This is an optimization exercise on Yosys and OpenROAD, whose aim is small area, a short achievable clock period and few clock cycles, not a production implementation. In this exercise RTL edits were held to simulation tests only and were not proved equivalent to the original.

--- flow/config.mk ---
export PLATFORM = sky130hd
export DESIGN_NAME = LASER
export DESIGN_NICKNAME = LASER
export VERILOG_FILES = /design/flow/design.v
export SDC_FILE = /design/flow/constraint.sdc
export NUM_CORES = 4
export LEC_CHECK = 0
export CAP_MARGIN = 20
export CORE_MARGIN = 2
export CORE_UTILIZATION = 45
export GPL_ROUTABILITY_DRIVEN = 0
export GPL_TIMING_DRIVEN = 0
export SLEW_MARGIN = 20
--- flow/constraint.sdc ---
create_clock -name core_clock -period 22.0 [get_ports {CLK}]
set_input_delay 4.4000 -clock core_clock [delete_from_list [all_inputs] [get_ports {CLK}]]
set_output_delay 4.4000 -clock core_clock [all_outputs]
set_load 0.01 [all_outputs]
--- flow/design.v ---
module LASER (
    input CLK,
    input RST,
    input [3:0] X,
    input [3:0] Y,
    output reg [3:0] C1X,
    output reg [3:0] C1Y,
    output reg [3:0] C2X,
    output reg [3:0] C2Y,
    output reg DONE
);
    reg        loading;
    reg [5:0]  lcnt;
    reg        fc;           
    reg        ev;           
    reg        dr;           
    reg        dr2;          
    reg [1:0]  sweep;
    reg [3:0]  g;
    reg [3:0]  off;
    reg        s1v;
    reg [3:0]  s1g;
    reg [5:0]  cnt [0:15];
    reg [5:0]  best;
    reg [3:0] px [0:39];
    reg [4:0] yr [0:39];
    reg       fm [0:39];
    wire [3:0] fx = (sweep == 2'd1) ? 4'd0 : (sweep == 2'd2) ? C1X : C2X;
    wire [3:0] fy = (sweep == 2'd2) ? C1Y : C2Y;
    wire [3:0] nrow = ev ? ((g == 4'd15) ? 4'd15 : g + 4'd1) :
                      dr2 ? fy :
                      (dr ? off : 4'd0);
    wire [4:0] delta = {1'b0, nrow} - {1'b0, off};
    wire [39:0] fnew;
    wire [15:0] hit [0:39];
    genvar i, j;
    generate
        for (i = 0; i < 40; i = i + 1) begin : pt
            lpt u (.px(px[i]), .d(yr[i]), .fm(fm[i]), .fx(fx), .hit(hit[i]), .fnew(fnew[i]));
        end
    endgenerate
    integer k;
    always @(posedge CLK) begin
        for (k = 0; k < 39; k = k + 1) begin
            px[k] <= px[k+1];
            yr[k] <= yr[k+1] - delta;
            fm[k] <= fc ? fnew[k+1] : fm[k+1];
        end
        px[39] <= loading ? X : px[0];
        yr[39] <= loading ? {1'b0, Y} : yr[0] - delta;
        fm[39] <= fc ? fnew[0] : fm[0];
    end
    generate
        for (j = 0; j < 16; j = j + 1) begin : pc
            wire [39:0] col;
            for (i = 0; i < 40; i = i + 1) begin : cb
                assign col[i] = hit[i][j];
            end
            wire [5:0] s;
            lpc u (.v(col), .s(s));
            always @(posedge CLK) cnt[j] <= s;
        end
    endgenerate
    reg        tv [0:30];
    reg [5:0]  tc [0:30];
    reg [3:0]  tp [0:30];
    integer n;
    always @(*) begin
        for (n = 0; n < 16; n = n + 1) begin
            tc[15+n] = cnt[n];
            tp[15+n] = n;
            tv[15+n] = !((sweep == 2'd2) && (s1g == 4'd0) && (n == 0)) && !((s1g == 4'd15) && (n == 15));
        end
        for (n = 14; n >= 0; n = n - 1) begin
            if (tv[2*n+2] && (!tv[2*n+1] || tc[2*n+2] > tc[2*n+1])) begin
                tv[n] = 1'b1; tc[n] = tc[2*n+2]; tp[n] = tp[2*n+2];
            end else begin
                tv[n] = tv[2*n+1]; tc[n] = tc[2*n+1]; tp[n] = tp[2*n+1];
            end
        end
    end
    wire [5:0] c255 = cnt[15];
    wire wupd = s1v && tv[0] && (tc[0] > best);
    wire supd = s1v && (s1g == 4'd15) && (sweep != 2'd3) && (c255 > best) && (!tv[0] || c255 > tc[0]);
    always @(posedge CLK) begin
        if (RST) begin
            loading <= 1'b1;
            lcnt <= 6'd0;
            fc <= 1'b0; ev <= 1'b0; dr <= 1'b0; dr2 <= 1'b0; s1v <= 1'b0;
            off <= 4'd0;
            DONE <= 1'b0;
        end else if (DONE) begin
            loading <= 1'b1;
            lcnt <= 6'd0;
            off <= 4'd0;
            DONE <= 1'b0;
        end else begin
            off <= nrow;
            if (loading) begin
                lcnt <= lcnt + 6'd1;
                if (lcnt == 6'd39) begin
                    loading <= 1'b0;
                    fc <= 1'b1;
                    sweep <= 2'd1;
                end
            end
            if (fc) begin
                fc <= 1'b0;
                ev <= 1'b1;
                g <= 4'd0;
            end
            if (ev) begin
                g <= g + 4'd1;
                if (g == 4'd15) begin
                    ev <= 1'b0;
                    dr <= 1'b1;
                end
            end
            s1v <= ev;
            s1g <= g;
            if (dr) begin
                dr <= 1'b0;
                if (sweep == 2'd3) DONE <= 1'b1;
                else begin
                    sweep <= sweep + 2'd1;
                    dr2 <= 1'b1;
                end
            end
            if (dr2) begin
                dr2 <= 1'b0;
                fc <= 1'b1;
            end
        end
    end
    always @(posedge CLK) begin
        if (fc && sweep == 2'd1) begin
            best <= 6'd0;
            C1X <= 4'd0; C1Y <= 4'd0; C2X <= 4'd0; C2Y <= 4'd0;
        end else begin
            if (wupd) begin
                best <= tc[0];
                if (sweep == 2'd2) begin C2X <= tp[0]; C2Y <= s1g; end
                else begin C1X <= tp[0]; C1Y <= s1g; end
            end
            if (supd) begin
                best <= c255;
                if (sweep == 2'd1) begin C2X <= 4'd15; C2Y <= 4'd15; end
                else begin C1X <= 4'd15; C1Y <= 4'd15; end
            end
        end
    end
endmodule
module lpt(input [3:0] px, input [4:0] d, input fm, input [3:0] fx, output [15:0] hit, output fnew);
    genvar j;
    reg v;
    reg [2:0] r;
    always @(*) begin
        v = 1'b1;
        case (d)
            5'd0: r = 3'd4;
            5'd1, 5'd2, 5'd31, 5'd30: r = 3'd3;
            5'd3, 5'd29: r = 3'd2;
            5'd4, 5'd28: r = 3'd0;
            default: begin r = 3'd0; v = 1'b0; end
        endcase
    end
    wire [4:0] hs = {1'b0, px} + {2'b00, r};
    wire [4:0] ls = {1'b0, px} - {2'b00, r};
    wire [3:0] hi = hs[4] ? 4'd15 : hs[3:0];
    wire [3:0] lo = ls[4] ? 4'd0 : ls[3:0];
    wire [15:0] th, tl;
    therm t0 (.x(hi), .t(th));
    therm t1 (.x(lo), .t(tl));
    wire [16:0] tl1 = {1'b0, tl};
    for (j = 0; j < 16; j = j + 1) begin : sl
        assign hit[j] = fm | (v & th[j] & ~tl1[j + 1]);
    end
    assign fnew = v & (fx <= hi) & (fx >= lo);
endmodule
module therm(input [3:0] x, output [15:0] t);
    genvar j;
    wire [1:0] a = x[3:2];
    wire [1:0] b = x[1:0];
    wire [3:0] bge = {b[1] & b[0], b[1], b[1] | b[0], 1'b1};
    wire [3:0] agt = {1'b0, a[1] & a[0], a[1], a[1] | a[0]};
    wire [3:0] aeq = {a[1] & a[0], a[1] & ~a[0], ~a[1] & a[0], ~a[1] & ~a[0]};
    for (j = 0; j < 16; j = j + 1) begin : tb
        assign t[j] = agt[j / 4] | (aeq[j / 4] & bge[j % 4]);
    end
endmodule
module lpc(input [39:0] v, output [5:0] s);
    wire w1 = v[0] ^ v[1] ^ v[2];
    wire w2 = (v[0] & v[1]) | (v[0] & v[2]) | (v[1] & v[2]);
    wire w3 = v[3] ^ v[4] ^ v[5];
    wire w4 = (v[3] & v[4]) | (v[3] & v[5]) | (v[4] & v[5]);
    wire w5 = v[6] ^ v[7] ^ v[8];
    wire w6 = (v[6] & v[7]) | (v[6] & v[8]) | (v[7] & v[8]);
    wire w7 = v[9] ^ v[10] ^ v[11];
    wire w8 = (v[9] & v[10]) | (v[9] & v[11]) | (v[10] & v[11]);
    wire w9 = v[12] ^ v[13] ^ v[14];
    wire w10 = (v[12] & v[13]) | (v[12] & v[14]) | (v[13] & v[14]);
    wire w11 = v[15] ^ v[16] ^ v[17];
    wire w12 = (v[15] & v[16]) | (v[15] & v[17]) | (v[16] & v[17]);
    wire w13 = v[18] ^ v[19] ^ v[20];
    wire w14 = (v[18] & v[19]) | (v[18] & v[20]) | (v[19] & v[20]);
    wire w15 = v[21] ^ v[22] ^ v[23];
    wire w16 = (v[21] & v[22]) | (v[21] & v[23]) | (v[22] & v[23]);
    wire w17 = v[24] ^ v[25] ^ v[26];
    wire w18 = (v[24] & v[25]) | (v[24] & v[26]) | (v[25] & v[26]);
    wire w19 = v[27] ^ v[28] ^ v[29];
    wire w20 = (v[27] & v[28]) | (v[27] & v[29]) | (v[28] & v[29]);
    wire w21 = v[30] ^ v[31] ^ v[32];
    wire w22 = (v[30] & v[31]) | (v[30] & v[32]) | (v[31] & v[32]);
    wire w23 = v[33] ^ v[34] ^ v[35];
    wire w24 = (v[33] & v[34]) | (v[33] & v[35]) | (v[34] & v[35]);
    wire w25 = v[36] ^ v[37] ^ v[38];
    wire w26 = (v[36] & v[37]) | (v[36] & v[38]) | (v[37] & v[38]);
    wire w27 = w1 ^ w3 ^ w5;
    wire w28 = (w1 & w3) | (w1 & w5) | (w3 & w5);
    wire w29 = w7 ^ w9 ^ w11;
    wire w30 = (w7 & w9) | (w7 & w11) | (w9 & w11);
    wire w31 = w13 ^ w15 ^ w17;
    wire w32 = (w13 & w15) | (w13 & w17) | (w15 & w17);
    wire w33 = w19 ^ w21 ^ w23;
    wire w34 = (w19 & w21) | (w19 & w23) | (w21 & w23);
    wire w35 = w2 ^ w4 ^ w6;
    wire w36 = (w2 & w4) | (w2 & w6) | (w4 & w6);
    wire w37 = w8 ^ w10 ^ w12;
    wire w38 = (w8 & w10) | (w8 & w12) | (w10 & w12);
    wire w39 = w14 ^ w16 ^ w18;
    wire w40 = (w14 & w16) | (w14 & w18) | (w16 & w18);
    wire w41 = w20 ^ w22 ^ w24;
    wire w42 = (w20 & w22) | (w20 & w24) | (w22 & w24);
    wire w43 = w27 ^ w29 ^ w31;
    wire w44 = (w27 & w29) | (w27 & w31) | (w29 & w31);
    wire w45 = w33 ^ w25 ^ v[39];
    wire w46 = (w33 & w25) | (w33 & v[39]) | (w25 & v[39]);
    wire w47 = w28 ^ w30 ^ w32;
    wire w48 = (w28 & w30) | (w28 & w32) | (w30 & w32);
    wire w49 = w34 ^ w35 ^ w37;
    wire w50 = (w34 & w35) | (w34 & w37) | (w35 & w37);
    wire w51 = w39 ^ w41 ^ w26;
    wire w52 = (w39 & w41) | (w39 & w26) | (w41 & w26);
    wire w53 = w36 ^ w38 ^ w40;
    wire w54 = (w36 & w38) | (w36 & w40) | (w38 & w40);
    wire w55 = w44 ^ w46 ^ w47;
    wire w56 = (w44 & w46) | (w44 & w47) | (w46 & w47);
    wire w57 = w48 ^ w50 ^ w52;
    wire w58 = (w48 & w50) | (w48 & w52) | (w50 & w52);
    wire w59 = w55 ^ w49 ^ w51;
    wire w60 = (w55 & w49) | (w55 & w51) | (w49 & w51);
    wire w61 = w56 ^ w57 ^ w53;
    wire w62 = (w56 & w57) | (w56 & w53) | (w57 & w53);
    wire w63 = w60 ^ w61 ^ w42;
    wire w64 = (w60 & w61) | (w60 & w42) | (w61 & w42);
    wire w65 = w62 ^ w58 ^ w54;
    wire w66 = (w62 & w58) | (w62 & w54) | (w58 & w54);
    wire [5:0] ra = {1'b0, w66, w64, w63, w59, w43};
    wire [5:0] rb = {1'b0, 1'b0, w65, 1'b0, 1'b0, w45};
    assign s = ra + rb;
endmodule
--- flow/run.sh ---
#!/bin/bash
# synth_recipe.tcl (not shown) runs the flow's synth.tcl, then flattens the netlist and writes it again
# the make line also repeats each setting of config.mk as NAME=value (left out here)
make -C /OpenROAD-flow-scripts/flow DESIGN_CONFIG=/design/flow/config.mk WORK_HOME=/design/flow/orfs CLKGATE_MAP_FILE= SYNTH_SCRIPT=/design/flow/synth_recipe.tcl finish
==> results of run 1 <==
layer usage:
layer | vias to the layer above | global-route usage (%)
li1 | 28800 | -
met1 | 28900 | 37.7
met2 | 2286 | 44.0
met3 | 444 | 5.40
met4 | 8 | 11.5
met5 | - | 0
through the flow:
step | hold WS, ns | utilization (%) | instance area [um^2] | setup slack, ns
3_3_place_gp | 0.363 | 47.0 | 74300 | 9.89
6_report | 0.369 | 49.3 | 77900 | 10.66
5_1_grt | 0.374 | 49.3 | 77900 | 9.84
3_5_place_dp | 0.355 | 47.5 | 75100 | 10.98
2_1_floorplan | 0.329 | - | 71400 | 12.92
4_1_cts | 0.373 | 49.3 | 77900 | 10.96
state kept, by name (all words and copies together), names as in the netlist, 4 cells and up, named ones only:
signal  cells
pt.u.r    117
cnt        96
lcnt        6
fm         40
C2X         4
s1g         4
C1X         4
pt.u.v     39
C2Y         4
off         4
yr        200
px        160
g           4
best        6
C1Y         4
cells in the final DEF, fill, tap and decap left out, drive strengths merged, types with 80 or more instances in the layout:
cell type and count:
dfxtp 691, nor2b 187, a21o 209, o21ai 452
o31ai 80, a21oi 661, xor2 112, fa 649
xnor2 204, clkbuf 247, nand2b 174, nor3 126
a31oi 130, inv 1427, nor2 540, ha 942
nand3 223, and2 86, nand2 879
cells by family (layout without fill, tap and decap cells):
| family | after synthesis | after routing | share of synthesized area, % |
|---|---|---|---|
| muxes | 93 | 93 | 1.36 |
| DFF | 701 | 701 | 19.8 |
| xor gates and xnor gates | 316 | 316 | 3.89 |
| and+or+nand+nor | 2354 | 2354 | 15.1 |
| AOI/OAI and AO/OA | 1945 | 1945 | 16.8 |
| buffers and inverters | 1582 | 1794 | 8.34 |
| other | 0 | 1 | 0 |
| adders and majority gates | 1593 | 1593 | 34.7 |
worst register-to-register path, delay by kind of cell, from the launching register on:
family | cells | cell delay [ns]
flip-flops | 1 | 0.35
buffers and inverters | 7 | 1.48
AND/OR/NAND/NOR | 5 | 0.84
adder cells (fa/ha/maj) | 4 | 1.22
multiplexers | 3 | 1.27
AO/OA/AOI/OAI | 28 | 6.14
layout make-up:
class / instances / area [um^2]
inverter: 1417 / 5330
antenna: 1 / 2.50
clock buffer: 112 / 2440
clock inverter: 44 / 427
multi-input combinational: 6301 / 51400
sequential: 701 / 14100
fill: 15000 / 80100
tap: 2072 / 2590
buffer: 165 / 647
timing repair buffer: 56 / 980
worst min-delay path by stage:
| stage | start | to |
|---|---|---|
| 2_1_floorplan | px[16][3] | px[15][3] |
| 3_3_place_gp | px[22][3] | px[21][3] |
| 3_5_place_dp | px[29][3] | px[28][3] |
| 4_1_cts | px[24][3] | px[23][3] |
| 5_1_grt | px[22][3] | px[21][3] |
| 6_report | px[16][3] | px[15][3] |
==> impl_metrics.csv, run 1 <==
group,metric,value,unit
status,status,"finished clean",
logic_synthesis,yosysTopAreaCell,"dfxtp_1",
logic_synthesis,yosysTopAreaCellShare,19.4,%
logic_synthesis,synth_edf_count,10,
logic_synthesis,async_flop_share,0,%
critical_path,cp-startpoint,"cnt[10][1]",
clock_tree,cts_setup_buffers,0,
critical_path,crit_type,"flop to flop",
place,dp_cells,10700,
sta,setup_viol,0,
global_route,antenna_found_initial,7,
sta,finalHoldViolations,0,
global_route,overflow,0,
critical_path,crit_arrival,12.00,ns
routing,routedWlPerCell,21.0,um
finish,layout-drive-gt1-share,3.25,%
logic_synthesis,syn_nets,10200,
routing,m1WireLength,99600,um
routing,wl,228000,um
run,drv_cap,0,
sta,clock_skew,0.0512,ns
clock_tree,numCtsBuffers,84,
sta,rsz0062_at_grt,"no",
routing,highest_layer,"met5",
place,place.port_buffers,26,
routing,route.detailed.drc,0,
clock_tree,cts.sink_count,701,
sta,setup-tns-final,0,ns
routing,ant_nets,0,
clock_tree,ctsRootBufferMaster,"clkbuf_16",
clock_tree,htreeDepth,3,
critical_path,cpPeakStageDelay,0.72,ns
logic_synthesis,synthFlopType,"dfxtp_1",
logic_synthesis,synth_most_common_cell,"inv_1",
critical_path,critPathCapture,"best[5]",
logic_synthesis,synth_common_cells,"inv_1, ha_1, nand2_1",
critical_path,crit_path_top_delay_cell,"o221ai_1",
finish,fin_cells,10900,
critical_path,rr_startpoint,"cnt[10][1]",
critical_path,cpMostUsedCell,"o21a_1",
logic_synthesis,ys_seq_area_share,19.8,%
place,post-dp-hpwl,192000,um
routing,first_pass_iters,9,
logic_synthesis,yosysWarnings,16,
critical_path,worst-path-buf-inv,7,
critical_path,required,22.66,ns
logic_synthesis,synth.distinct_cells,95,
sta,tightestPinTransition,1.22,ns
sta,period_needed,11.34,ns
floorplanning,die_w,402,um
routing,vias,60400,
clock_tree,clk_pin_slew,0.07,ns
critical_path,reg2reg_depth,47,
routing,drt_iter0_markers,5845,
logic_synthesis,synthCells,8584,
clock_tree,clock_path_buffers,3,
sta,period_share,51.5,%
finish,final_nets,10300,
floorplanning,io_pins,27,
critical_path,end_kind,"flop",
clock_tree,cts_tree,"done",
logic_synthesis,synth.area.top_cells,"dfxtp_1, fa_1, ha_1",
routing,wl_met2,99800,um
sta,slew_headroom,18.5,%
sta,fmax,88.2,MHz
logic_synthesis,ys_seq_elements,701,
clock_tree,ctsHoldBuffers,0,
min_path,hold_path.class,"flop to flop",
floorplanning,die_h,402,um
critical_path,cp-start-kind,"flop",
global_route,grt_pass1_vias,59400,
floorplanning,num_rows,146,
clock_tree,post_cts_resized,0,
sta,finalMaxSlewViolations,0,
global_route,track_usage,28.0,%
floorplanning,core_area,158000,um^2
critical_path,cp.depth,47,
global_route,grt_max_degree,41,
floorplanning,initial_core_util,45.2,%
routing,avgViaCountPerCell,5.56,
logic_synthesis,syn_area_per_cell,8.32,um^2
logic_synthesis,netlist_area,71400,um^2
finish,syn_to_final_growth,9.15,%
critical_path,r2r-end,"best[5]",
critical_path,reg2reg_slack,10.66,ns
floorplanning,fp.dieArea,162000,um^2
global_route,grt_first_pass_wirelength,349000,um
critical_path,crit_family,"compound AO/OA/AOI/OAI gates",
critical_path,crit_fanout,10,
min_path,whs_path_depth,0,
routing,wl_met3,18100,um
clock_tree,clock_latency,0.73,ns
Testbench counts, summed over its fixed seeds: cycles 12,408.
==> run 2, diff against run 1 <==
--- a/flow/design.v
+++ b/flow/design.v
@@ -32,11 +32,12 @@
                       (dr ? off : 4'd0);
     wire [4:0] delta = {1'b0, nrow} - {1'b0, off};
     wire [39:0] fnew;
+    wire [15:0] fxoh = 16'd1 << fx;
     wire [15:0] hit [0:39];
     genvar i, j;
     generate
         for (i = 0; i < 40; i = i + 1) begin : pt
-            lpt u (.px(px[i]), .d(yr[i]), .fm(fm[i]), .fx(fx), .hit(hit[i]), .fnew(fnew[i]));
+            lpt u (.px(px[i]), .d(yr[i]), .fm(fm[i]), .fxoh(fxoh), .hit(hit[i]), .fnew(fnew[i]));
         end
     endgenerate
     integer k;
@@ -61,32 +62,64 @@
             always @(posedge CLK) cnt[j] <= s;
         end
     endgenerate
-    reg        tv [0:30];
-    reg [5:0]  tc [0:30];
-    reg [3:0]  tp [0:30];
-    integer n;
-    always @(*) begin
-        for (n = 0; n < 16; n = n + 1) begin
-            tc[15+n] = cnt[n];
-            tp[15+n] = n;
-            tv[15+n] = !((sweep == 2'd2) && (s1g == 4'd0) && (n == 0)) && !((s1g == 4'd15) && (n == 15));
-        end
-        for (n = 14; n >= 0; n = n - 1) begin
-            if (tv[2*n+2] && (!tv[2*n+1] || tc[2*n+2] > tc[2*n+1])) begin
-                tv[n] = 1'b1; tc[n] = tc[2*n+2]; tp[n] = tp[2*n+2];
-            end else begin
-                tv[n] = tv[2*n+1]; tc[n] = tc[2*n+1]; tp[n] = tp[2*n+1];
-            end
-        end
-    end
-    wire [5:0] c255 = cnt[15];
-    wire wupd = s1v && tv[0] && (tc[0] > best);
-    wire supd = s1v && (s1g == 4'd15) && (sweep != 2'd3) && (c255 > best) && (!tv[0] || c255 > tc[0]);
+    function gt6(input [5:0] a, input [5:0] b);
+        reg [5:0] e, g;
+        begin
+            e = ~(a ^ b);
+            g = a & ~b;
+            gt6 = g[5] | (e[5] & g[4]) | (e[5] & e[4] & g[3]) | (e[5] & e[4] & e[3] & g[2]) |
+                  (e[5] & e[4] & e[3] & e[2] & g[1]) | (e[5] & e[4] & e[3] & e[2] & e[1] & g[0]);
+        end
+    endfunction
+    wire [15:0] cv;
+    genvar q;
+    generate
+        for (q = 0; q < 16; q = q + 1) begin : cvb
+            assign cv[q] = !((q == 0) && (sweep == 2'd2) && (s1g == 4'd0)) && !((q == 15) && (s1g == 4'd15));
+        end
+    endgenerate
+    function [3:0] first4(input [23:0] c, input [3:0] v);
+        reg [5:0] c0, c1, c2, c3;
+        reg g10, g20, g30, g21, g31, g32;
+        begin
+            c0 = c[5:0]; c1 = c[11:6]; c2 = c[17:12]; c3 = c[23:18];
+            g10 = gt6(c1, c0); g20 = gt6(c2, c0); g30 = gt6(c3, c0);
+            g21 = gt6(c2, c1); g31 = gt6(c3, c1); g32 = gt6(c3, c2);
+            first4[0] = v[0] & (~v[1] | ~g10) & (~v[2] | ~g20) & (~v[3] | ~g30);
+            first4[1] = v[1] & (~v[0] | g10) & (~v[2] | ~g21) & (~v[3] | ~g31);
+            first4[2] = v[2] & (~v[0] | g20) & (~v[1] | g21) & (~v[3] | ~g32);
+            first4[3] = v[3] & (~v[0] | g30) & (~v[1] | g31) & (~v[2] | g32);
+        end
+    endfunction
+    wire [3:0]  l1s [0:3];
+    wire [23:0] l2c;
+    wire [3:0]  l2v;
+    wire [7:0]  l2p;
+    generate
+        for (q = 0; q < 4; q = q + 1) begin : l1
+            assign l1s[q] = first4({cnt[4*q+3], cnt[4*q+2], cnt[4*q+1], cnt[4*q]}, cv[4*q+3:4*q]);
+            assign l2v[q] = |l1s[q];
+            assign l2c[6*q+5:6*q] = ({6{l1s[q][0]}} & cnt[4*q]) | ({6{l1s[q][1]}} & cnt[4*q+1]) |
+                                    ({6{l1s[q][2]}} & cnt[4*q+2]) | ({6{l1s[q][3]}} & cnt[4*q+3]);
+            assign l2p[2*q+1:2*q] = {l1s[q][3] | l1s[q][2], l1s[q][3] | l1s[q][1]};
+        end
+    endgenerate
+    wire [3:0] l2s = first4(l2c, l2v);
+    wire [3:0] wpos = {l2s[3] | l2s[2], l2s[3] | l2s[1],
+                       |(l2s & {l2p[7], l2p[5], l2p[3], l2p[1]}),
+                       |(l2s & {l2p[6], l2p[4], l2p[2], l2p[0]})};
+    wire [5:0] wcnt = ({6{l2s[0]}} & l2c[5:0]) | ({6{l2s[1]}} & l2c[11:6]) |
+                      ({6{l2s[2]}} & l2c[17:12]) | ({6{l2s[3]}} & l2c[23:18]);
+    wire wupd = s1v && (|l2v) && gt6(wcnt, best);
+    reg  [5:0] c255;
+    reg        s2v;
+    always @(posedge CLK) if (s1v && s1g == 4'd15) c255 <= cnt[15];
+    wire supd = s2v && gt6(c255, best);
     always @(posedge CLK) begin
         if (RST) begin
             loading <= 1'b1;
             lcnt <= 6'd0;
-            fc <= 1'b0; ev <= 1'b0; dr <= 1'b0; dr2 <= 1'b0; s1v <= 1'b0;
+            fc <= 1'b0; ev <= 1'b0; dr <= 1'b0; dr2 <= 1'b0; s1v <= 1'b0; s2v <= 1'b0;
             off <= 4'd0;
             DONE <= 1'b0;
         end else if (DONE) begin
@@ -117,6 +150,7 @@
                 end
             end
             s1v <= ev;
+            s2v <= dr && (sweep != 2'd3);
             s1g <= g;
             if (dr) begin
                 dr <= 1'b0;
@@ -138,32 +172,26 @@
             C1X <= 4'd0; C1Y <= 4'd0; C2X <= 4'd0; C2Y <= 4'd0;
         end else begin
             if (wupd) begin
-                best <= tc[0];
-                if (sweep == 2'd2) begin C2X <= tp[0]; C2Y <= s1g; end
-                else begin C1X <= tp[0]; C1Y <= s1g; end
+                best <= wcnt;
+                if (sweep == 2'd2) begin C2X <= wpos; C2Y <= s1g; end
+                else begin C1X <= wpos; C1Y <= s1g; end
             end
             if (supd) begin
                 best <= c255;
-                if (sweep == 2'd1) begin C2X <= 4'd15; C2Y <= 4'd15; end
+                if (sweep == 2'd2) begin C2X <= 4'd15; C2Y <= 4'd15; end
                 else begin C1X <= 4'd15; C1Y <= 4'd15; end
             end
         end
     end
 endmodule
-module lpt(input [3:0] px, input [4:0] d, input fm, input [3:0] fx, output [15:0] hit, output fnew);
+module lpt(input [3:0] px, input [4:0] d, input fm, input [15:0] fxoh, output [15:0] hit, output fnew);
     genvar j;
-    reg v;
-    reg [2:0] r;
-    always @(*) begin
-        v = 1'b1;
-        case (d)
-            5'd0: r = 3'd4;
-            5'd1, 5'd2, 5'd31, 5'd30: r = 3'd3;
-            5'd3, 5'd29: r = 3'd2;
-            5'd4, 5'd28: r = 3'd0;
-            default: begin r = 3'd0; v = 1'b0; end
-        endcase
-    end
+    wire a0 = (d == 5'd0);
+    wire a1 = (d == 5'd1) | (d == 5'd2) | (d == 5'd31) | (d == 5'd30);
+    wire a2 = (d == 5'd3) | (d == 5'd29);
+    wire a3 = (d == 5'd4) | (d == 5'd28);
+    wire v = a0 | a1 | a2 | a3;
+    wire [2:0] r = {a0, a1 | a2, a1};
     wire [4:0] hs = {1'b0, px} + {2'b00, r};
     wire [4:0] ls = {1'b0, px} - {2'b00, r};
     wire [3:0] hi = hs[4] ? 4'd15 : hs[3:0];
@@ -172,10 +200,12 @@
     therm t0 (.x(hi), .t(th));
     therm t1 (.x(lo), .t(tl));
     wire [16:0] tl1 = {1'b0, tl};
+    wire [15:0] win;
     for (j = 0; j < 16; j = j + 1) begin : sl
-        assign hit[j] = fm | (v & th[j] & ~tl1[j + 1]);
-    end
-    assign fnew = v & (fx <= hi) & (fx >= lo);
+        assign win[j] = v & th[j] & ~tl1[j + 1];
+        assign hit[j] = fm | win[j];
+    end
+    assign fnew = |(win & fxoh);
 endmodule
 module therm(input [3:0] x, output [15:0] t);
     genvar j;
==> impl_metrics.csv, run 2 <==
group,metric,value,unit
status,status,"finished clean",
place,dp_cells,10200,
logic_synthesis,yosysTopAreaCellShare,19.5,%
logic_synthesis,yosysWarnings,9,
logic_synthesis,synth.area.top_cells,"fa_1, dfxtp_1, ha_1",
finish,layout_common_cells,"inv_1, nor2_1, fa_1",
clock_tree,clk_pin_slew,0.06,ns
critical_path,cp-start-kind,"flop",
logic_synthesis,synthFlopType,"dfxtp_1",
finish,syn_to_final_growth,9.18,%
logic_synthesis,syn_area_per_cell,8.11,um^2
sta,clock_skew,0.0550,ns
clock_tree,ctsHoldBuffers,0,
routing,wl,277000,um
routing,drt_iter0_markers,9220,
logic_synthesis,synth.distinct_cells,98,
clock_tree,post_cts_resized,0,
floorplanning,core_area,147000,um^2
floorplanning,io_pins,27,
critical_path,crit_type,"flop to flop",
sta,finalMaxSlewViolations,0,
logic_synthesis,synthCells,8203,
finish,fin_cells,10400,
place,post-dp-hpwl,221000,um
global_route,grt_max_degree,41,
critical_path,reg2reg_slack,14.31,ns
sta,setup_viol,0,
routing,route.detailed.drc,0,
sta,fmax,130,MHz
critical_path,required,22.55,ns
global_route,antenna_found_initial,23,
finish,final_common_cell,"inv_1",
clock_tree,ctsRootBufferMaster,"clkbuf_16",
routing,first_pass_iters,10,
floorplanning,die_w,388,um
min_path,hp-start,"px[8][3]",
sta,slew_headroom,5.13,%
floorplanning,initial_core_util,45.2,%
logic_synthesis,synth_edf_count,16,
place,place.port_buffers,26,
finish,final_nets,9605,
global_route,grt_first_pass_wirelength,397000,um
sta,period_needed,7.69,ns
finish,largest-register,"yr",
logic_synthesis,async_flop_share,0,%
critical_path,crit_fanout,6,
sta,period_share,35.0,%
logic_synthesis,yosysTopAreaCell,"fa_1",
logic_synthesis,synth_most_common_cell,"inv_1",
clock_tree,cts.sink_count,552,
critical_path,rr_startpoint,"yr[18][1]",
finish,largest_reg_flops,200,
clock_tree,numCtsBuffers,71,
global_route,track_usage,35.9,%
clock_tree,clock_latency,0.75,ns
sta,rsz0062_at_grt,"no",
critical_path,end_kind,"flop",
min_path,hold_path.class,"flop to flop",
routing,routedWlPerCell,26.8,um
clock_tree,htreeDepth,3,
min_path,whs_path_depth,0,
routing,vias,64300,
floorplanning,fp.dieArea,151000,um^2
clock_tree,cts_setup_buffers,0,
critical_path,crit_arrival,8.24,ns
sta,finalHoldViolations,0,
run,drv_cap,0,
logic_synthesis,syn_nets,9478,
floorplanning,die_h,388,um
global_route,overflow,0,
finish,layout-drive-gt1-share,5.56,%
logic_synthesis,netlist_area,66500,um^2
logic_synthesis,ys_seq_elements,552,
critical_path,r2r-end,"cnt[5][4]",
min_path,min_to,"px[7][3]",
logic_synthesis,ys_seq_area_share,16.9,%
floorplanning,num_rows,141,
sta,setup-tns-final,0,ns
routing,avgViaCountPerCell,6.21,
critical_path,reg2reg_depth,21,
routing,ant_nets,0,
clock_tree,cts_tree,"done",
clock_tree,clock_path_buffers,3,
global_route,grt_pass1_vias,59900,
sta,tightestPinTransition,1.42,ns
logic_synthesis,synth_common_cells,"inv_1, nor2_1, fa_1",
run 2: changes by cell type after synthesis, moves of 67 or more:
cell      previous run  this run
a22o_1               2        70
nor2_1             539       875
inv_1             1416       995
dfxtp_1            691       536
ha_1               942       616
a21oi_1            660       576
o21bai_1            15       102
nand2_1            878       641
nor3_1             126       240
or2_2               39       159
o21ai_0            441       374
o31ai_1             79        10
run 2: final cells by class:
class / instances / area (um^2)
clock inverter: 36 / 495
inverter: 995 / 3740
antenna: 44 / 110
tap: 1930 / 2410
clock buffer: 92 / 1970
fill: 14200 / 74500
sequential: 552 / 11200
buffer: 201 / 840
multi-input combinational: 6455 / 51000
timing repair buffer: 54 / 863
run 2: worst max path at each step:
stage	slack [ns]	startpoint	to	depth (start not counted)
floorplan	15.55	yr[0][4]	cnt[14][4]	22
global placement	12.30	flop	yr[10][4]	16
detailed placement	14.58	yr[9][4]	cnt[1][5]	24
CTS	14.58	yr[9][4]	cnt[1][5]	24
global route	14.15	yr[7][1]	cnt[11][4]	21
finish	14.31	yr[18][1]	cnt[5][4]	21
run 2: cells by family after synthesis:
kind of cell / share of synthesized area (%)
simple gates: 20.1
compound gates: 20.3
fa+ha+maj: 31.2
buf+inv: 6.77
flops: 16.9
xor+xnor: 4.47
mux: 0.378
run 2: worst max-delay path: stages (launching register included):
cell	delay, ns
dfxtp_1	0.49
xor2_1	0.12
a22o_1	0.30
ha_1	0.25
fa_1	0.43
nand2b_1	0.18
o41ai_1	0.84
nor2_1	0.30
o21ai_0	0.16
nor2_1	0.10
or2_2	0.31
fa_1	0.57
inv_1	0.07
fa_1	0.53
inv_1	0.05
fa_1	0.44
fa_1	0.54
fa_1	0.46
fa_1	0.50
ha_1	0.38
a31oi_1	0.12
xnor2_1	0.42
run 2: per-stage QoR:
stage / instance area [um^2] / util, % / hold slack (ns) / worst slack (ns)
final: 72600 / 49.3 / 0.343 / 14.31
after global routing: 72500 / 49.3 / 0.348 / 14.15
after CTS: 72400 / 49.2 / 0.341 / 14.58
after detailed placement: 70000 / 47.5 / 0.347 / 14.58
after global placement: 69200 / 47.0 / 0.347 / 12.30
after floorplan: 66500 / - / 0.329 / 15.55
run 2: layer usage:
metal / up-vias / GRT usage (%) / part of all wire [%]
li1: 28500 / - / -
met1: 30200 / 43.0 / 37
met2: 4377 / 50.9 / 40
met3: 1311 / 16.0 / 14
met4: 22 / 25.5 / 9.2
met5: - / 0.606 / 0.12
Testbench counts of run 2, summed over its fixed seeds: cycles 12,408.
==> run 3, diff against run 2 <==
--- a/flow/design.v
+++ b/flow/design.v
@@ -11,45 +11,58 @@
 );
     reg        loading;
     reg [5:0]  lcnt;
+    reg        pre;          
     reg        fc;           
     reg        ev;           
     reg        dr;           
     reg        dr2;          
     reg [1:0]  sweep;
     reg [3:0]  g;
-    reg [3:0]  off;
     reg        s1v;
     reg [3:0]  s1g;
     reg [5:0]  cnt [0:15];
     reg [5:0]  best;
     reg [3:0] px [0:39];
-    reg [4:0] yr [0:39];
+    reg [3:0] py [0:39];
+    reg [3:0] rh [0:39];
+    reg [3:0] rl [0:39];
     reg       fm [0:39];
     wire [3:0] fx = (sweep == 2'd1) ? 4'd0 : (sweep == 2'd2) ? C1X : C2X;
     wire [3:0] fy = (sweep == 2'd2) ? C1Y : C2Y;
     wire [3:0] nrow = ev ? ((g == 4'd15) ? 4'd15 : g + 4'd1) :
-                      dr2 ? fy :
-                      (dr ? off : 4'd0);
-    wire [4:0] delta = {1'b0, nrow} - {1'b0, off};
+                      dr2 ? fy : 4'd0;
     wire [39:0] fnew;
     wire [15:0] fxoh = 16'd1 << fx;
     wire [15:0] hit [0:39];
+    wire [3:0]  nh [0:39];
+    wire [3:0]  nl [0:39];
     genvar i, j;
     generate
         for (i = 0; i < 40; i = i + 1) begin : pt
-            lpt u (.px(px[i]), .d(yr[i]), .fm(fm[i]), .fxoh(fxoh), .hit(hit[i]), .fnew(fnew[i]));
+            lpt u (.hi(rh[i]), .lo(rl[i]), .fxoh(fxoh), .hit(hit[i]), .fnew(fnew[i]));
+            lpre w (.px(px[(i + 1) % 40]), .py(py[(i + 1) % 40]), .cy(nrow), .hi(nh[i]), .lo(nl[i]));
+        end
+    endgenerate
+    wire [39:0] fmn;
+    wire        fen = fc | ev;       
+    generate
+        for (i = 0; i < 40; i = i + 1) begin : fmb
+            assign fmn[i] = fc ? fnew[(i + 1) % 40] : fm[(i + 1) % 40];
         end
     endgenerate
     integer k;
     always @(posedge CLK) begin
         for (k = 0; k < 39; k = k + 1) begin
             px[k] <= px[k+1];
-            yr[k] <= yr[k+1] - delta;
-            fm[k] <= fc ? fnew[k+1] : fm[k+1];
+            py[k] <= py[k+1];
         end
         px[39] <= loading ? X : px[0];
-        yr[39] <= loading ? {1'b0, Y} : yr[0] - delta;
-        fm[39] <= fc ? fnew[0] : fm[0];
+        py[39] <= loading ? Y : py[0];
+        for (k = 0; k < 40; k = k + 1) fm[k] <= fmn[k];
+        for (k = 0; k < 40; k = k + 1) begin
+            rh[k] <= (fen && fmn[k]) ? 4'd15 : nh[k];
+            rl[k] <= (fen && fmn[k]) ? 4'd0 : nl[k];
+        end
     end
     generate
         for (j = 0; j < 16; j = j + 1) begin : pc
@@ -72,10 +85,12 @@
         end
     endfunction
     wire [15:0] cv;
+    wire [15:0] cgb;         
     genvar q;
     generate
         for (q = 0; q < 16; q = q + 1) begin : cvb
             assign cv[q] = !((q == 0) && (sweep == 2'd2) && (s1g == 4'd0)) && !((q == 15) && (s1g == 4'd15));
+            assign cgb[q] = gt6(cnt[q], best);
         end
     endgenerate
     function [3:0] first4(input [23:0] c, input [3:0] v);
@@ -95,6 +110,7 @@
     wire [23:0] l2c;
     wire [3:0]  l2v;
     wire [7:0]  l2p;
+    wire [3:0]  l2g;
     generate
         for (q = 0; q < 4; q = q + 1) begin : l1
             assign l1s[q] = first4({cnt[4*q+3], cnt[4*q+2], cnt[4*q+1], cnt[4*q]}, cv[4*q+3:4*q]);
@@ -102,6 +118,7 @@
             assign l2c[6*q+5:6*q] = ({6{l1s[q][0]}} & cnt[4*q]) | ({6{l1s[q][1]}} & cnt[4*q+1]) |
                                     ({6{l1s[q][2]}} & cnt[4*q+2]) | ({6{l1s[q][3]}} & cnt[4*q+3]);
             assign l2p[2*q+1:2*q] = {l1s[q][3] | l1s[q][2], l1s[q][3] | l1s[q][1]};
+            assign l2g[q] = |(l1s[q] & cgb[4*q+3:4*q]);
         end
     endgenerate
     wire [3:0] l2s = first4(l2c, l2v);
@@ -110,7 +127,7 @@
                        |(l2s & {l2p[6], l2p[4], l2p[2], l2p[0]})};
     wire [5:0] wcnt = ({6{l2s[0]}} & l2c[5:0]) | ({6{l2s[1]}} & l2c[11:6]) |
                       ({6{l2s[2]}} & l2c[17:12]) | ({6{l2s[3]}} & l2c[23:18]);
-    wire wupd = s1v && (|l2v) && gt6(wcnt, best);
+    wire wupd = s1v && |(l2s & l2g);
     reg  [5:0] c255;
     reg        s2v;
     always @(posedge CLK) if (s1v && s1g == 4'd15) c255 <= cnt[15];
@@ -119,24 +136,25 @@
         if (RST) begin
             loading <= 1'b1;
             lcnt <= 6'd0;
-            fc <= 1'b0; ev <= 1'b0; dr <= 1'b0; dr2 <= 1'b0; s1v <= 1'b0; s2v <= 1'b0;
-            off <= 4'd0;
+            pre <= 1'b0; fc <= 1'b0; ev <= 1'b0; dr <= 1'b0; dr2 <= 1'b0; s1v <= 1'b0; s2v <= 1'b0;
             DONE <= 1'b0;
         end else if (DONE) begin
             loading <= 1'b1;
             lcnt <= 6'd0;
-            off <= 4'd0;
             DONE <= 1'b0;
         end else begin
-            off <= nrow;
             if (loading) begin
                 lcnt <= lcnt + 6'd1;
                 if (lcnt == 6'd39) begin
                     loading <= 1'b0;
-                    fc <= 1'b1;
+                    pre <= 1'b1;
                     sweep <= 2'd1;
                 end
             end
+            if (pre) begin
+                pre <= 1'b0;
+                fc <= 1'b1;
+            end
             if (fc) begin
                 fc <= 1'b0;
                 ev <= 1'b1;
@@ -184,8 +202,8 @@
         end
     end
 endmodule
-module lpt(input [3:0] px, input [4:0] d, input fm, input [15:0] fxoh, output [15:0] hit, output fnew);
-    genvar j;
+module lpre(input [3:0] px, input [3:0] py, input [3:0] cy, output [3:0] hi, output [3:0] lo);
+    wire [4:0] d = {1'b0, py} - {1'b0, cy};
     wire a0 = (d == 5'd0);
     wire a1 = (d == 5'd1) | (d == 5'd2) | (d == 5'd31) | (d == 5'd30);
     wire a2 = (d == 5'd3) | (d == 5'd29);
@@ -194,17 +212,20 @@
     wire [2:0] r = {a0, a1 | a2, a1};
     wire [4:0] hs = {1'b0, px} + {2'b00, r};
     wire [4:0] ls = {1'b0, px} - {2'b00, r};
-    wire [3:0] hi = hs[4] ? 4'd15 : hs[3:0];
-    wire [3:0] lo = ls[4] ? 4'd0 : ls[3:0];
+    assign hi = !v ? 4'd0 : hs[4] ? 4'd15 : hs[3:0];
+    assign lo = !v ? 4'd15 : ls[4] ? 4'd0 : ls[3:0];
+endmodule
+module lpt(input [3:0] hi, input [3:0] lo, input [15:0] fxoh, output [15:0] hit, output fnew);
+    genvar j;
     wire [15:0] th, tl;
     therm t0 (.x(hi), .t(th));
     therm t1 (.x(lo), .t(tl));
     wire [16:0] tl1 = {1'b0, tl};
     wire [15:0] win;
     for (j = 0; j < 16; j = j + 1) begin : sl
-        assign win[j] = v & th[j] & ~tl1[j + 1];
-        assign hit[j] = fm | win[j];
+        assign win[j] = th[j] & ~tl1[j + 1];
     end
+    assign hit = win;
     assign fnew = |(win & fxoh);
 endmodule
 module therm(input [3:0] x, output [15:0] t);
--- a/flow/config.mk
+++ b/flow/config.mk
@@ -7,7 +7,7 @@
 export LEC_CHECK = 0
 export CAP_MARGIN = 20
 export CORE_MARGIN = 2
-export CORE_UTILIZATION = 45
-export GPL_ROUTABILITY_DRIVEN = 0
+export CORE_UTILIZATION = 30
+export GPL_ROUTABILITY_DRIVEN = 1
 export GPL_TIMING_DRIVEN = 0
 export SLEW_MARGIN = 20
==> impl_metrics.csv, run 3 <==
group,metric,value,unit
status,status,"finished clean",
finish,layout_common_cells,"inv_1, dfxtp_1, a21oi_1",
place,dp_slack,15.14,ns
clock_tree,numCtsBuffers,95,
routing,ant_nets,0,
finish,final_nets,9792,
critical_path,crit_type,"flop to flop",
finish,layout-drive-gt1-share,4.55,%
sta,finalHoldViolations,0,
floorplanning,fp.dieArea,243000,um^2
sta,hold_ws,0.351,ns
logic_synthesis,synthFlopType,"dfxtp_1",
clock_tree,cts.sink_count,829,
finish,final_util,34.1,%
global_route,overflow,0,
clock_tree,clk_pin_slew,0.06,ns
logic_synthesis,yosysWarnings,13,
clock_tree,ctsHoldBuffers,0,
sta,setup-tns-final,0,ns
routing,avgViaCountPerCell,5.50,
finish,final_common_cell,"inv_1",
clock_tree,htreeDepth,3,
sta,tightestPinTransition,1.36,ns
logic_synthesis,synth_common_cells,"inv_1, dfxtp_1, a21oi_1",
finish,fin_cells,11700,
critical_path,crit_fanout,34,
critical_path,cp-start-kind,"flop",
logic_synthesis,syn_nets,9612,
run,drv_cap,0,
critical_path,end_kind,"flop",
logic_synthesis,yosysTopAreaCellShare,22.7,%
floorplanning,core_area,238000,um^2
critical_path,reg2reg_depth,24,
min_path,whs_path_depth,0,
sta,rsz0062_at_grt,"no",
critical_path,required,22.63,ns
routing,first_pass_iters,10,
place,post-dp-hpwl,267000,um
clock_tree,clock_latency,0.81,ns
routing,vias,64500,
sta,slew_headroom,9.57,%
sta,finalWorstSetupSlack,15.04,ns
logic_synthesis,async_flop_share,0,%
logic_synthesis,syn_area_per_cell,8.69,um^2
global_route,grt_max_degree,35,
floorplanning,die_h,493,um
logic_synthesis,synth_most_common_cell,"inv_1",
clock_tree,cts_tree,"done",
place,placed_area,77500,um^2
routing,routedWlPerCell,27.0,um
clock_tree,post_cts_resized,0,
floorplanning,initial_core_util,30.2,%
global_route,grt_pass1_vias,62500,
floorplanning,die_w,493,um
logic_synthesis,netlist_area,71800,um^2
sta,clock_skew,0.0496,ns
logic_synthesis,ys_seq_elements,829,
finish,finalInstanceArea,81200,um^2
global_route,antenna_found_initial,21,
logic_synthesis,ys_seq_area_share,23.3,%
logic_synthesis,synth.area.top_cells,"dfxtp_1, fa_1, ha_1",
clock_tree,ctsRootBufferMaster,"clkbuf_16",
critical_path,crit_arrival,7.58,ns
floorplanning,io_pins,27,
sta,fmax,144,MHz
sta,period_needed,6.96,ns
clock_tree,cts_setup_buffers,0,
logic_synthesis,synthCells,8266,
place,dp_cells,11500,
place,place.port_buffers,25,
global_route,grt_first_pass_wirelength,446000,um
logic_synthesis,synth_edf_count,16,
place,gp_congestion,1.10,
clock_tree,clock_path_buffers,3,
routing,drt_iter0_markers,6937,
sta,period_share,31.6,%
routing,wl,316000,um
logic_synthesis,yosysTopAreaCell,"dfxtp_1",
routing,route.detailed.drc,0,
floorplanning,num_rows,179,
logic_synthesis,synth.distinct_cells,86,
sta,setup_viol,0,
global_route,track_usage,25.4,%
finish,syn_to_final_growth,13.0,%
min_path,hold_path.class,"flop to flop",
critical_path,reg2reg_slack,15.04,ns
sta,finalMaxSlewViolations,0,
-- run 3: cell types whose count changed after synthesis, sizes merged, moves of 111 or more --
cell,change
clkbuf,+158
a21oi,+170
dfxtp,+277
nor3,-113
a22oi,+185
nand2,-156
nor2,-283
or2,-111
-- run 3: cell type report --
type / instances / area [um^2]
Antenna cell: 17 / 42.5
Buffer: 344 / 1380
Clock buffer: 120 / 2640
Clock inverter: 57 / 888
Fill cell: 24300 / 157000
Inverter: 1030 / 3870
Multi-Input combinational cell: 6063 / 50000
Sequential cell: 829 / 16800
Tap cell: 3167 / 3960
Timing Repair Buffer: 83 / 1570
-- run 3: cell families after synthesis --
| logic type | after synthesis | synth area share (%) |
|---|---|---|
| AOI/OAI and AO/OA | 2503 | 23.1 |
| xor gates and xnor gates | 191 | 2.33 |
| adders and majority gates | 1336 | 30.1 |
| buffers and inverters | 1374 | 7.20 |
| DFF | 829 | 23.3 |
| muxes | 33 | 0.470 |
| and+or+nand+nor | 2000 | 13.5 |
-- run 3: worst max-delay path, stage by stage, from the launching register on --
cell and delay (ns):
edfxtp_1 0.45, inv_1 0.09, ha_1 0.16, clkbuf_1 0.28, clkbuf_1 0.36, buf_1 0.63, mux2i_1 0.29, o21ai_4 0.67
buf_16 0.25, inv_4 0.19, buf_16 0.26, ha_1 0.35, a21o_1 0.15, a21oi_1 0.17, xnor2_1 0.18, and3_1 0.24
nor2_1 0.05, a21oi_1 0.35, inv_1 0.15, ha_1 0.32, inv_1 0.07, a21oi_1 0.10, or4b_2 0.63, a21oi_1 0.16
o21ai_0 0.09
-- run 3: worst paths after layout --
check	from	to
max	flop	rh[14][3]
min	py[38][0]	py[37][0]
max reg2reg	flop	rh[14][3]
min reg2reg	py[38][0]	py[37][0]
-- run 3: per-layer routing --
layer  vias to the layer above  wire (um)  global-route usage [%]
met2                      2778     137000                    39.3
li1                      29300          -                       -
met5                         -        225                       0
met1                     31800     136000                    33.5
met4                        14      17800                    12.5
met3                       632      24900                    5.18
Testbench counts of run 3, summed over its fixed seeds: cycles 12,536.
==> run 4, diff against run 3 <==
--- a/flow/design.v
+++ b/flow/design.v
@@ -20,6 +20,7 @@
     reg [3:0]  g;
     reg        s1v;
     reg [3:0]  s1g;
+    reg        s1z, s1l;     
     reg [5:0]  cnt [0:15];
     reg [5:0]  best;
     reg [3:0] px [0:39];
@@ -27,12 +28,13 @@
     reg [3:0] rh [0:39];
     reg [3:0] rl [0:39];
     reg       fm [0:39];
-    wire [3:0] fx = (sweep == 2'd1) ? 4'd0 : (sweep == 2'd2) ? C1X : C2X;
+    wire [3:0] fx = (sweep == 2'd2) ? C1X : C2X;
     wire [3:0] fy = (sweep == 2'd2) ? C1Y : C2Y;
-    wire [3:0] nrow = ev ? ((g == 4'd15) ? 4'd15 : g + 4'd1) :
-                      dr2 ? fy : 4'd0;
+    reg  [3:0] nr;
+    wire [3:0] nrow = dr2 ? fy : nr;
     wire [39:0] fnew;
-    wire [15:0] fxoh = 16'd1 << fx;
+    reg  [15:0] fxoh;        
+    always @(posedge CLK) fxoh <= 16'd1 << fx;
     wire [15:0] hit [0:39];
     wire [3:0]  nh [0:39];
     wire [3:0]  nl [0:39];
@@ -44,10 +46,10 @@
         end
     endgenerate
     wire [39:0] fmn;
-    wire        fen = fc | ev;       
+    wire        fen = pre | fc | ev;       
     generate
         for (i = 0; i < 40; i = i + 1) begin : fmb
-            assign fmn[i] = fc ? fnew[(i + 1) % 40] : fm[(i + 1) % 40];
+            assign fmn[i] = fc ? fnew[(i + 1) % 40] : pre ? (nl[i] == 4'd0) : fm[(i + 1) % 40];
         end
     endgenerate
     integer k;
@@ -89,7 +91,7 @@
     genvar q;
     generate
         for (q = 0; q < 16; q = q + 1) begin : cvb
-            assign cv[q] = !((q == 0) && (sweep == 2'd2) && (s1g == 4'd0)) && !((q == 15) && (s1g == 4'd15));
+            assign cv[q] = !((q == 0) && s1z) && !((q == 15) && s1l);
             assign cgb[q] = gt6(cnt[q], best);
         end
     endgenerate
@@ -153,8 +155,10 @@
             end
             if (pre) begin
                 pre <= 1'b0;
-                fc <= 1'b1;
+                ev <= 1'b1;
+                g <= 4'd0;
             end
+            nr <= (pre | fc | ev) ? nr + 4'd1 : 4'd0;
             if (fc) begin
                 fc <= 1'b0;
                 ev <= 1'b1;
@@ -170,6 +174,8 @@
             s1v <= ev;
             s2v <= dr && (sweep != 2'd3);
             s1g <= g;
+            s1z <= (sweep == 2'd2) && (g == 4'd0);
+            s1l <= (g == 4'd15);
             if (dr) begin
                 dr <= 1'b0;
                 if (sweep == 2'd3) DONE <= 1'b1;
@@ -185,7 +191,7 @@
         end
     end
     always @(posedge CLK) begin
-        if (fc && sweep == 2'd1) begin
+        if (pre) begin
             best <= 6'd0;
             C1X <= 4'd0; C1Y <= 4'd0; C2X <= 4'd0; C2Y <= 4'd0;
         end else begin
==> impl_metrics.csv, run 4 <==
group,metric,value,unit
critical_path,worst-path-buf-inv,7,
clock_tree,cts.sink_count,851,
critical_path,required,22.64,ns
logic_synthesis,syn_nets,9769,
routing,routedWlPerCell,27.6,um
critical_path,crit_family,"compound AO/OA/AOI/OAI gates",
logic_synthesis,synth.distinct_cells,97,
min_path,hold_path.class,"flop to flop",
logic_synthesis,yosysTopAreaCellShare,22.5,%
logic_synthesis,synth_most_common_cell,"inv_1",
logic_synthesis,yosysTopAreaCell,"dfxtp_1",
place,place.port_buffers,25,
critical_path,crit_arrival,8.04,ns
logic_synthesis,syn_area_per_cell,8.76,um^2
finish,layout_common_cells,"inv_1, dfxtp_1, ha_1",
critical_path,crit_type,"flop to flop",
clock_tree,cts_tree,"done",
clock_tree,ctsHoldBuffers,0,
logic_synthesis,yosysWarnings,13,
sta,period_share,33.6,%
finish,final_util,33.9,%
clock_tree,htreeDepth,3,
clock_tree,clock_path_buffers,3,
sta,finalWorstSetupSlack,14.60,ns
place,dp_slack,14.65,ns
sta,tightestPinTransition,1.35,ns
logic_synthesis,synth_common_cells,"inv_1, dfxtp_1, a21oi_1, ha_1, fa_1",
global_route,grt_first_pass_wirelength,463000,um
global_route,grt_busiest_layer,"met2",
sta,clock_skew,0.0398,ns
critical_path,end_kind,"flop",
sta,finalHoldViolations,0,
global_route,use_met2,39.9,%
place,post-dp-hpwl,274000,um
logic_synthesis,ys_seq_elements,851,
finish,final_common_cell,"inv_1",
sta,fmax,135,MHz
sta,period_needed,7.40,ns
routing,vias,66100,
critical_path,cpPeakStageDelay,0.57,ns
global_route,track_usage,25.7,%
routing,ant_nets,0,
routing,drt_iter0_markers,7353,
critical_path,crit_fanout,13,
logic_synthesis,async_flop_share,0,%
clock_tree,ctsRootBufferMaster,"clkbuf_16",
sta,slew_headroom,9.72,%
global_route,grt_max_degree,19,
routing,route.detailed.drc,0,
clock_tree,cts_setup_buffers,0,
run,drv_cap,0,
critical_path,cp-start-kind,"flop",
logic_synthesis,ys_seq_area_share,23.4,%
clock_tree,clock_latency,0.81,ns
finish,syn_to_final_growth,12.8,%
routing,avgViaCountPerCell,5.54,
routing,wl,329000,um
floorplanning,die_w,500,um
floorplanning,fp.dieArea,250000,um^2
clock_tree,numCtsBuffers,101,
floorplanning,core_area,245000,um^2
sta,rsz0062_at_grt,"no",
global_route,use_met1,34.7,%
logic_synthesis,synth.area.top_cells,"dfxtp_1, fa_1, ha_1",
sta,finalMaxSlewViolations,0,
logic_synthesis,synthCells,8421,
sta,setup_viol,0,
finish,layout-drive-gt1-share,5.90,%
logic_synthesis,synth_edf_count,22,
critical_path,crit_path_top_delay_cell,"a21oi_4",
logic_synthesis,synthFlopType,"dfxtp_1",
finish,final_nets,9951,
place,gp_congestion,1.07,
routing,first_pass_iters,9,
status,status,"finished clean",
sta,setup-tns-final,0,ns
floorplanning,initial_core_util,30.1,%
global_route,antenna_found_initial,17,
global_route,use_met3,4.83,%
floorplanning,io_pins,27,
global_route,grt_pass1_vias,63800,
floorplanning,num_rows,182,
floorplanning,die_h,500,um
clock_tree,post_cts_resized,0,
global_route,overflow,0,
clock_tree,clk_pin_slew,0.06,ns
logic_synthesis,netlist_area,73800,um^2
[run 4: metrics by stage]
stage          cells  hold slack, ns  area [um^2]
6_report       11900           0.335        83200
5_1_grt        11900           0.347        83200
4_1_cts        11900           0.343        83200
3_5_place_dp   11700           0.339        79500
3_3_place_gp   11700           0.339        78000
2_1_floorplan   8421           0.329        73800
[run 4: worst register-to-register path, stage by stage, from the launching register on]
cell      delay [ns]
edfxtp_1        0.43
inv_1           0.09
ha_1            0.14
clkbuf_1        0.35
clkbuf_1        0.51
mux2i_1         0.26
a21oi_4         0.57
buf_16          0.26
buf_16          0.23
ha_1            0.21
inv_1           0.06
fa_1            0.50
nor3_1          0.21
a21oi_1         0.06
a211oi_1        0.38
a21o_1          0.19
a22o_1          0.17
ha_1            0.18
inv_1           0.06
fa_1            0.44
nand3_1         0.09
o21ai_0         0.08
a222oi_1        0.56
a221o_1         0.43
o31ai_2         0.26
nor2_1          0.43
a21oi_1         0.09
[run 4: final timing paths]
| path | from | to | slack (ns) | cells after the start |
|---|---|---|---|---|
| max reg2reg | flop | rl[8][1] | 14.60 | 26 |
| min reg2reg | py[7][0] | py[6][0] | 0.34 | 0 |
| min | py[7][0] | py[6][0] | 0.34 | 0 |
| max | flop | rl[8][1] | 14.60 | 26 |
[run 4: routing by layer]
metal	up-vias	share of wire [%]
met3	503	7.9
li1	30200	-
met5	-	0.017
met4	8	4.8
met2	2729	43
met1	32700	44
[run 4: cells by family after synthesis]
family | synth area share, %
muxes | 0.431
and+or+nand+nor | 13.5
AOI/OAI and AO/OA | 24.2
DFF | 23.4
xor gates and xnor gates | 2.17
adders and majority gates | 29.3
buffers and inverters | 7.06
[run 4: cell type report]
type                            count  area [um^2]
Tap cell                         3220         4030
Fill cell                       24900       162000
Inverter                         1038         3900
Timing Repair Buffer               79         1470
Sequential cell                   851        17300
Buffer                            349         1410
Multi-Input combinational cell   6183        51400
Antenna cell                        8         20.0
Clock buffer                      131         2840
Clock inverter                     59          855
Testbench counts of run 4, summed over its fixed seeds: cycles 12,408.
==> run 5, diff against run 4 <==
==> flow/flow/run.sh (new file) <==
#!/bin/bash
# Layout flow: the standard flow (standard.sh, unchanged synthesis and
# steps) with two changes to how the layout is made:
#  - the port buffers are buf_4 cells instead of the smallest buffer, so the
#    fixed input and output delays leave more of the period to the design;
#  - timing repair aims at a setup slack margin, so that the resizer also
#    works on paths that meet the 22 ns clock easily; the clock period and
#    the constraints are the design's.
# make's full output goes to standard.log; each ORFS step keeps its own log
# under orfs/logs.
set -euo pipefail
bash standard.sh \
  "BUFFER_PORTS_ARGS=-buffer_cell sky130_fd_sc_hd__buf_4" \
  SETUP_SLACK_MARGIN=16.3 \
  finish > standard.log 2>&1
==> flow/standard.sh (new file) <==
#!/bin/bash
# synth_recipe.tcl (not shown) runs the flow's synth.tcl, then flattens the netlist and writes it again
# the make line also repeats each setting of config.mk as NAME=value (left out here)
make -C /OpenROAD-flow-scripts/flow DESIGN_CONFIG=/design/flow/config.mk WORK_HOME=/design/flow/orfs CLKGATE_MAP_FILE= SYNTH_SCRIPT=/design/flow/synth_recipe.tcl "${@:-finish}"
removed: flow/run.sh
==> impl_metrics.csv, run 5 <==
group,metric,value,unit
critical_path,crit_fanout,2,
logic_synthesis,synth.distinct_cells,97,
place,place.port_buffers,25,
clock_tree,clk_pin_slew,0.07,ns
global_route,track_usage,25.3,%
finish,syn_to_final_growth,18.1,%
routing,first_pass_iters,10,
sta,clock_skew,0.0746,ns
logic_synthesis,ys_seq_elements,851,
critical_path,crit_path_top_delay_cell,"dfxtp_4",
sta,period_needed,5.71,ns
finish,fill_cells,24700,
logic_synthesis,yosysTopAreaCell,"dfxtp_1",
floorplanning,io_pins,27,
sta,slew_headroom,8.96,%
logic_synthesis,ys_seq_area_share,23.4,%
finish,final_common_cell,"inv_1",
logic_synthesis,synthFlopType,"dfxtp_1",
routing,wl,330000,um
floorplanning,die_h,500,um
global_route,overflow,0,
global_route,grt_max_degree,18,
sta,hold_ws,0.321,ns
clock_tree,cts_tree,"done",
sta,setup_viol,0,
critical_path,worst-path-buf-inv,1,
sta,setup-tns-final,0,ns
finish,final_util,35.5,%
logic_synthesis,async_flop_share,0,%
critical_path,crit_path_cell_trace,"buf_6",
finish,layout_common_cells,"inv_1, dfxtp_1, ha_1",
floorplanning,core_area,245000,um^2
clock_tree,clock_latency,0.84,ns
logic_synthesis,yosysWarnings,13,
sta,finalHoldViolations,0,
clock_tree,clock_path_buffers,3,
logic_synthesis,synthCells,8421,
logic_synthesis,synth_most_common_cell,"inv_1",
sta,tightestPinTransition,1.37,ns
floorplanning,fp.dieArea,250000,um^2
logic_synthesis,syn_nets,9769,
floorplanning,die_w,500,um
critical_path,crit_arrival,1.31,ns
clock_tree,ctsRootBufferMaster,"clkbuf_16",
place,dp_slack,14.65,ns
sta,finalMaxSlewViolations,0,
logic_synthesis,syn_area_per_cell,8.76,um^2
logic_synthesis,netlist_area,73800,um^2
sta,fmax,175,MHz
routing,vias,68100,
routing,avgViaCountPerCell,5.63,
logic_synthesis,synth_common_cells,"inv_1, dfxtp_1, a21oi_1, ha_1, fa_1",
run,drv_cap,0,
min_path,hold_path.class,"flop to flop",
place,post-dp-hpwl,264000,um
sta,finalWorstSetupSlack,16.29,ns
place,gp_congestion,1.11,
clock_tree,numCtsBuffers,100,
floorplanning,initial_core_util,30.1,%
logic_synthesis,synth.area.top_cells,"dfxtp_1, fa_1, ha_1",
routing,route.detailed.drc,0,
routing,drt_iter0_markers,7944,
finish,final_nets,10100,
critical_path,crit_type,"flop to output port",
sta,period_share,25.9,%
critical_path,cp-start-kind,"flop",
global_route,grt_pass1_vias,65100,
critical_path,crit_family,"flip-flops",
logic_synthesis,yosysTopAreaCellShare,22.5,%
floorplanning,num_rows,182,
clock_tree,cts.sink_count,851,
routing,routedWlPerCell,27.3,um
critical_path,required,17.60,ns
global_route,antenna_found_initial,28,
routing,ant_nets,0,
critical_path,cpPeakStageDelay,0.36,ns
finish,layout-drive-gt1-share,13.3,%
sta,rsz0062_at_grt,"yes",
critical_path,end_kind,"output port",
status,status,"finished clean",
clock_tree,htreeDepth,3,
logic_synthesis,synth_edf_count,22,
global_route,grt_first_pass_wirelength,459000,um
critical_path,reg2reg_slack,16.29,ns
[run 5: cells by family after synthesis]
family / after synthesis / share of synthesized area (%)
AOI/OAI and AO/OA: 2626 / 24.2
and+or+nand+nor: 2005 / 13.5
buffers and inverters: 1387 / 7.06
adders and majority gates: 1338 / 29.3
DFF: 851 / 23.4
xor gates and xnor gates: 183 / 2.17
muxes: 31 / 0.431
[run 5: per-stage QoR]
stage / cells / instance area, um^2
after floorplan: 8421 / 73800
after global placement: 11700 / 78000
after detailed placement: 11700 / 79100
after CTS: 12000 / 84300
after global routing: 12100 / 87100
final: 12100 / 87100
[run 5: metal layers]
metal | track usage [%] | wire, um | vias up
met1 | 33.1 | 138000 | 33600
met3 | 6.07 | 30900 | 747
met2 | 38.5 | 141000 | 3307
met5 | 0 | 38 | -
li1 | - | - | 30500
met4 | 13.0 | 20000 | 6
[run 5: path summary, 6_finish.rpt]
| kind | startpoint | endpoint | cells after the start |
|---|---|---|---|
| hold / removal | py[8][0] | py[7][0] | 0 |
| setup / recovery | C2X[2] | C2X[2] | 1 |
| setup reg to reg | flop | rl[17][1] | 30 |
| hold reg to reg | py[8][0] | py[7][0] | 0 |
[run 5: what timing repair did]
action | CTS | global route
cloned | 4 | 4
pin swaps | 38 | 157
endpoints found under the setup margin | 398 | 364
setup buffers | 71 | 104
resized for setup | 224 | 468
hold buffers | 0 | 0
[run 5: cell type report]
class                           count  area [um^2]  area share [%]
Sequential cell                   851        17300            19.9
Timing Repair Buffer              248         2910            3.34
Multi-Input combinational cell   6183        53900            61.8
Clock buffer                      129         2810            3.23
Clock inverter                     58          806           0.925
Inverter                         1038         3900            4.47
Antenna cell                       14         35.0          0.0402
Tap cell                         3220         4030            4.62
Buffer                            349         1460            1.68

-- port drivers added, routing unchanged --
In the flow no input, the clock included, has a driving cell. The finished layouts below were timed again as built, in two steps.
Step 1, drivers: a clkbuf_16 drives CLK and a buf_2 each remaining input, both assumed.
Step 2 also shifts input and output timing later by t, the mid clock arrival at the registers, as if the neighbouring blocks saw the same clock.
a / b / c = ideal ports / drivers / drivers and shift; a / b = the first two.
| run | t (ns) | slack for setup (ns) | worst hold slack (ns) | worst register clock-pin slew, ns |
|---|---|---|---|---|
| run 1 | 0.790 | 10.661 / 10.661 / 10.661 | 0.369 / 0.369 / 0.369 | 0.07 / 0.07 |
| run 2 | 0.796 | 14.306 / 14.306 / 14.306 | 0.343 / 0.343 / 0.343 | 0.08 / 0.08 |
| run 3 | 0.875 | 15.043 / 15.043 / 15.043 | 0.351 / 0.351 / 0.351 | 0.07 / 0.07 |
| run 4 | 0.881 | 14.599 / 14.599 / 14.599 | 0.335 / 0.335 / 0.335 | 0.08 / 0.08 |
| run 5 | 0.901 | 16.293 / 16.189 / 15.976 | 0.321 / 0.321 / 0.321 | 0.08 / 0.08 |
After both steps setup and hold are still met in every run listed. For run 5, which loses most, drivers alone change the setup slack by -0.104 ns; drivers and shift together by -0.317 ns.
